This is an optimization exercise on Yosys and OpenROAD, whose aim is small area and a short achievable clock period, not a production implementation.
The RTL was checked by simulation tests, not by an equivalence proof against the original design.

==> build 73 <==
Design Filter_IIR, start of the top module:
module Filter_IIR(Output, Input, clk, reset);
  input clk;
  input reset;
  input [31:0] Input;
  output [31:0] Output;
  reg [22:0] s1_d1;
  reg [23:0] s1_dd;
  reg [23:0] s1_c;
  reg [22:0] s2_d1, s2_d2;
  reg [22:0] s3_d1, s3_d2;
  wire n0, n1;
  iir_ha un0 (.a(s2_d1[0]), .b(s2_d1[3]), .s(n0), .co(n1));
  wire n2, n3;
  iir_fa un2 (.a(s2_d1[1]), .b(s2_d1[4]), .c(n1), .s(n2), .co(n3));
  wire n4, n5;
  iir_fa un4 (.a(s2_d1[2]), .b(s2_d1[5]), .c(n3), .s(n4), .co(n5));
  wire n6, n7;
  iir_fa un6 (.a(s2_d1[3]), .b(s2_d1[6]), .c(n5), .s(n6), .co(n7));
  wire n8, n9;
  iir_fa un8 (.a(s2_d1[4]), .b(s2_d1[7]), .c(n7), .s(n8), .co(n9));
  wire n10, n11;
  iir_fa un10 (.a(s2_d1[5]), .b(s2_d1[8]), .c(n9), .s(n10), .co(n11));
  wire n12, n13;
  iir_fa un12 (.a(s2_d1[6]), .b(s2_d1[9]), .c(n11), .s(n12), .co(n13));
  wire n14, n15;
  iir_fa un14 (.a(s2_d1[7]), .b(s2_d1[10]), .c(n13), .s(n14), .co(n15));
  wire n16, n17;
  iir_fa un16 (.a(s2_d1[8]), .b(s2_d1[11]), .c(n15), .s(n16), .co(n17));
  wire n18, n19;
  iir_fa un18 (.a(s2_d1[9]), .b(s2_d1[12]), .c(n17), .s(n18), .co(n19));
  wire n20, n21;
  iir_fa un20 (.a(s2_d1[10]), .b(s2_d1[13]), .c(n19), .s(n20), .co(n21));
  wire n22, n23;
  ...
Settings: LEC_CHECK=0, CAP_MARGIN=20, CORE_MARGIN=2, CORE_UTILIZATION=40, CTS_BUF_LIST=sky130_fd_sc_hd__clkbuf_8, CTS_CLUSTER_SIZE=30, SLEW_MARGIN=20, SYNTH_HIERARCHICAL=1, SYNTH_MINIMUM_KEEP_SIZE=0; clock period 40.0 ns.
standard.sh (not shown) runs the stock make flow with config.mk's settings and CLKGATE_MAP_FILE= SYNTH_SCRIPT=/design/flow/synth_recipe.tcl, a recipe that flattens the netlist after the stock synthesis.
==> flow/flow/run.sh <==
#!/bin/bash
export BUFFER_PORTS_ARGS="-buffer_cell sky130_fd_sc_hd__buf_2"
bash standard.sh > standard.log 2>&1
==> trial 63 (differences from build 73) <==
--- a/flow/design.v
+++ b/flow/design.v
@@ -1806,17 +1806,17 @@
   wire n1794 = n1634 ^ n1760;
   wire n1795 = n1635 ^ n1761;
   wire n1796 = n1636 ^ n1762;
   wire n1797 = n1637 ^ n1763;
   wire n1798 = n1638 ^ n1764;
   wire n1799 = n1639 ^ n1765;
   wire n1800 = n1582 ^ n1797;
-  wire n1801 = ~n1582 & n1797;
+  wire n1801 = ~(n1582) & n1797;
   wire n1802 = n1583 ^ ~n1798 ^ n1801;
-  wire n1803 = (~n1583 & ~n1798) | (~(n1583 ^ ~n1798) & n1801);
+  wire n1803 = (~(n1583) & ~n1798) | (~(n1583 ^ ~n1798) & n1801);
   wire n1804 = ~n1584 ^ ~n1799 ^ n1803;
   wire n1805 = s1_dd[1] ^ n1562;
   wire n1806 = ~s1_dd[1] & n1562;
   wire n1807 = s1_dd[2] ^ n1563;
   wire n1808 = ~s1_dd[2] & n1563;
   wire n1809 = s1_dd[3] ^ n1564;
   wire n1810 = ~s1_dd[3] & n1564;
@@ -3565,17 +3565,17 @@
   wire n3553 = n3430 ^ n3524;
   wire n3554 = n3431 ^ n3525;
   wire n3555 = n3432 ^ n3526;
   wire n3556 = n3433 ^ n3527;
   wire n3557 = n3434 ^ n3528;
   wire n3558 = n3435 ^ n3529;
   wire n3559 = ~n3381 ^ 1'b0;
-  wire n3560 = ~~n3381 & 1'b0;
+  wire n3560 = ~(~n3381) & 1'b0;
   wire n3561 = ~n3382 ^ 1'b0 ^ n3560;
-  wire n3562 = (~~n3382 & 1'b0) | (~(~n3382 ^ 1'b0) & n3560);
+  wire n3562 = (~(~n3382) & 1'b0) | (~(~n3382 ^ 1'b0) & n3560);
   wire n3563 = ~n3383 ^ 1'b0 ^ n3562;
   wire n3564 = n1120 ^ n3361;
   wire n3565 = ~n1120 & n3361;
   wire n3566 = n1122 ^ n3362;
   wire n3567 = ~n1122 & n3362;
   wire n3568 = n1124 ^ n3363;
   wire n3569 = ~n1124 & n3363;
- CTS_BUF_LIST: sky130_fd_sc_hd__clkbuf_8 -> not set
- CTS_CLUSTER_SIZE: 30 -> not set
==> comparison table <==
Outcome: trial 63 timing/DRC/antenna clean; build 73 timing/DRC/antenna clean
Total global routing track utilization: trial 63 18.1%; build 73 18.1%
Max frequency: trial 63 36.1 MHz; build 73 36.0 MHz
1st-iter DRT viols: trial 63 720; build 73 712
Clk slew on worst S/H paths: trial 63 0.07 ns; build 73 0.09 ns
Routed length per placed instance: trial 63 18.1 um; build 73 18.1 um
Clock period minus worst slack: trial 63 27.72 ns; build 73 27.75 ns
Clock distribution area overhead in the final layout: trial 63 1.92%; build 73 1.34%
Sequential share of cell area: trial 63 12.5%; build 73 12.6%
Clk Latency, worst-skew pair: trial 63 0.50 ns; build 73 0.59 ns
Met1 layer wirelength in the final routing: trial 63 27,700 um; build 73 27,900 um
Final cell area excluding filler cells: trial 63 32,300 um^2; build 73 32,100 um^2
Global-route met2 utilization: trial 63 30.9%; build 73 31.0%
Area growth from synthesis to final layout: trial 63 6.87%; build 73 6.24%
Setup WS post-layout: trial 63 12.28 ns; build 73 12.25 ns
Layout fillers: trial 63 6,829; build 73 6,855
GR Util met3: trial 63 2.90%; build 73 2.81%
Multi-input gate share of the layout cell area: trial 63 73.0%; build 73 73.4%
GR Layer Usage met1: trial 63 23.9%; build 73 23.9%
Routed met3 length: trial 63 1980 um; build 73 1930 um

-- port drivers added, routing unchanged --
No port has a modelled driver above. Below, the same layouts with a new extraction and two added sets of constraints. Step 1 (the two cells are an assumption about what drives the block):
set clk [get_ports {clk}]
set_driving_cell -lib_cell sky130_fd_sc_hd__clkbuf_16 $clk
set_driving_cell -lib_cell sky130_fd_sc_hd__buf_2 [delete_from_list [all_inputs] $clk]
Step 2, shift: input delay + t, output delay - t, t = (earliest + latest rising clock arrival at the registers) / 2. This alone moves slack from input paths to output paths. Slacks: ideal ports / drivers / drivers and shift; pairs: ideal ports / drivers.
run | shift t [ns] | slack for setup (ns) | clock arrival spread, ns
build 73 | 0.633 | 12.251 / 12.222 / 12.222 | 0.030 / 0.030
trial 63 | 0.555 | 12.277 / 12.248 / 12.248 | 0.018 / 0.018
After both steps setup and hold are still met in every run listed.
